Background: an optimization exercise with open tools, aiming at small area, a short achievable clock period and few clock cycles per item. Do not read the settings as production practice. Function was checked by simulation only, so behaviour that the tests miss may differ from the original. No activity file was given, so power comes from the tool's default toggle rates.

before:
==> flow/design.v (excerpt) <==
module alu_top (
    input wire clk,
    input wire rst,
    input wire in_valid,
    output wire in_ready,
    input wire [2:0] opcode,
    input wire [31:0] a,
    input wire [31:0] b,
    output reg out_valid,
    output reg [31:0] result
);
clock: 100.0 ns
lec_check: 0
abc_area: 1
cap_margin: 20
core_margin: 2
core_utilization: 30
slew_margin: 20
standard.sh (not shown) runs the stock make flow with config.mk's settings and CLKGATE_MAP_FILE= SYNTH_SCRIPT=/design/flow/synth_recipe.tcl, a recipe that flattens the netlist after the stock synthesis.
==> flow/flow/run.sh <==
#!/bin/bash
# Standard layout, with buf_2 cells as the port buffers (instead of the
# delay buffer buffer_ports picks by default).
cp standard.sh standard_copy.log 2>/dev/null
export BUFFER_PORTS_ARGS="-buffer_cell sky130_fd_sc_hd__buf_2"
bash standard.sh > standard.log 2>&1
Per the final summary, before finished and its layout is clean on timing, DRC and antenna.
Testbench counts of before, summed over its fixed seeds: cycles 93,116, ops 64,000.
> inputs changed (before -> after)
# before
export LEC_CHECK = 0
export ABC_AREA = 1
export CAP_MARGIN = 20
export CORE_MARGIN = 2
export CORE_UTILIZATION = 30
export SLEW_MARGIN = 20
create_clock -name core_clock -period 100.0 [get_ports {clk}]
# after
export LEC_CHECK = 0
export ABC_AREA = 1
export CAP_MARGIN = 20
export CORE_MARGIN = 2
export CORE_UTILIZATION = 55
export SLEW_MARGIN = 20
create_clock -name core_clock -period 100.0 [get_ports {clk}]
### Flow results
Highest ir drop seen on vdd went up by more than a quarter going from before to after.
after against before; height of the chip is down by more than a quarter.
Going from before to after, the maximum fanout encountered on the critical timing path was found to have gone up by 65.
Compared with before, after shows a lower final cell count.
Delta (after minus before): cell depth of the worst setup path shows a reduction of 12; part of the total power dissipated in the clock network shows a reduction of 0.3 points; sum of routed wire length over all layers shows no meaningful change; highest achievable clock rate shows a reduction of about 2.7%.
Diff after and before: setup slack on the worst flop-to-flop path lower in after

---

== oak ==
alu_top again, from the RTL that the note above started with.
Settings: LEC_CHECK=0, ABC_AREA=1, CAP_MARGIN=20, CORE_MARGIN=2, CORE_UTILIZATION=40, SLEW_MARGIN=20; clock period 100.0 ns.
Scripts as last shown in full above: flow/flow/run.sh
Testbench counts of oak, summed over its fixed seeds: cycles 93,116, ops 64,000.
Setup changes, oak to pine
diff --git a/flow/flow/run.sh b/flow/flow/run.sh
--- a/flow/flow/run.sh
+++ b/flow/flow/run.sh
@@ -3,2 +3,2 @@
-# delay buffer buffer_ports picks by default).
-cp standard.sh standard_copy.log 2>/dev/null
+# delay buffer buffer_ports picks by default), and the operand pins (a[i]
+# next to b[i]) and the result pins each kept together on the die edge.
@@ -5,0 +6 @@
+export PLACE_PINS_ARGS="-group_pins {in_valid opcode[0] opcode[1] opcode[2] a[0] b[0] a[1] b[1] a[2] b[2] a[3] b[3] a[4] b[4] a[5] b[5] a[6] b[6] a[7] b[7] a[8] b[8] a[9] b[9] a[10] b[10] a[11] b[11] a[12] b[12] a[13] b[13] a[14] b[14] a[15] b[15] a[16] b[16] a[17] b[17] a[18] b[18] a[19] b[19] a[20] b[20] a[21] b[21] a[22] b[22] a[23] b[23] a[24] b[24] a[25] b[25] a[26] b[26] a[27] b[27] a[28] b[28] a[29] b[29] a[30] b[30] a[31] b[31]} -group_pins {in_ready out_valid result[0] result[1] result[2] result[3] result[4] result[5] result[6] result[7] result[8] result[9] result[10] result[11] result[12] result[13] result[14] result[15] result[16] result[17] result[18] result[19] result[20] result[21] result[22] result[23] result[24] result[25] result[26] result[27] result[28] result[29] result[30] result[31]}"
Results
On minimum clock period after layout: between oak and pine, it ends up higher for oak.
Comparing oak and pine, the higher first-iteration DRC count was measured on pine.
Looking at clock-buffer cell count, pine sits 2 above oak.
Compared with oak, pine shows a global routing met2 resource utilization that is 0.40 points lower.
Min worst hold slack across oak and pine: pine
Per the comparison of pine with oak, global-route wire length before repair moved up, cell area level.
## Diff of input files: birch against pine
==> flow/run.sh (new file) <==
#!/bin/bash
# synth_recipe.tcl (not shown) runs the flow's synth.tcl, then flattens the netlist and writes it again
# the make line also repeats each setting of config.mk as NAME=value (left out here)
make -C /OpenROAD-flow-scripts/flow DESIGN_CONFIG=/design/flow/config.mk WORK_HOME=/design/flow/orfs CLKGATE_MAP_FILE= SYNTH_SCRIPT=/design/flow/synth_recipe.tcl finish
removed: flow/flow/run.sh
removed: flow/standard.sh
==> comparison <==
What birch reported for detailed route wirelength on metal3 has to be multiplied by 1.3 to get the figure for pine.
Per the comparison of birch with pine, global-route wire length before repair moved down; final area increased by 510 um^2 relative to the old numbers; total power consumption of the routed design increased 0.0000024 W; met2 demand-to-capacity share in global routing shows a reduction of 1.5 points; global-route usage decreased by 1.1 points relative to the old numbers.
Sort birch and pine by non-clock buffer total of the final layout desc -> top: pine

afterwards: timing with drivers on the ports:
No port has a modelled driver above. Below, the same layouts with a new extraction and two added sets of constraints. Step 1 assumes that a clkbuf_16 drives the clock port and a buf_2 every other input. Step 2 moves the port delays by t, midway between the first and last clock arrival at a register: inputs arrive t later, outputs are due t later. That takes back most of the time a late clock gives input paths. Slacks: ideal / step 1 / step 2; pairs: ideal / step 1.
run	t (ns)	slack for setup (ns)	hold slack, ns	clock arrival spread, ns	worst register clock-pin slew, ns
before	0.436	77.843 / 77.869 / 77.433	0.485 / 0.485 / 0.485	0.015 / 0.014	0.09 / 0.09
after	0.431	77.236 / 77.187 / 77.345	0.497 / 0.497 / 0.497	0.020 / 0.020	0.09 / 0.09
oak	0.436	77.702 / 77.731 / 77.294	0.489 / 0.489 / 0.489	0.018 / 0.017	0.09 / 0.09
pine	0.415	77.987 / 78.012 / 77.597	0.480 / 0.480 / 0.480	0.012 / 0.012	0.09 / 0.09
birch	0.435	77.537 / 77.556 / 77.120	0.492 / 0.492 / 0.492	0.013 / 0.013	0.09 / 0.09
After both steps every run listed still meets setup and hold. For birch, which loses most, drivers alone change the setup slack by +0.019 ns; drivers and shift together by -0.417 ns.
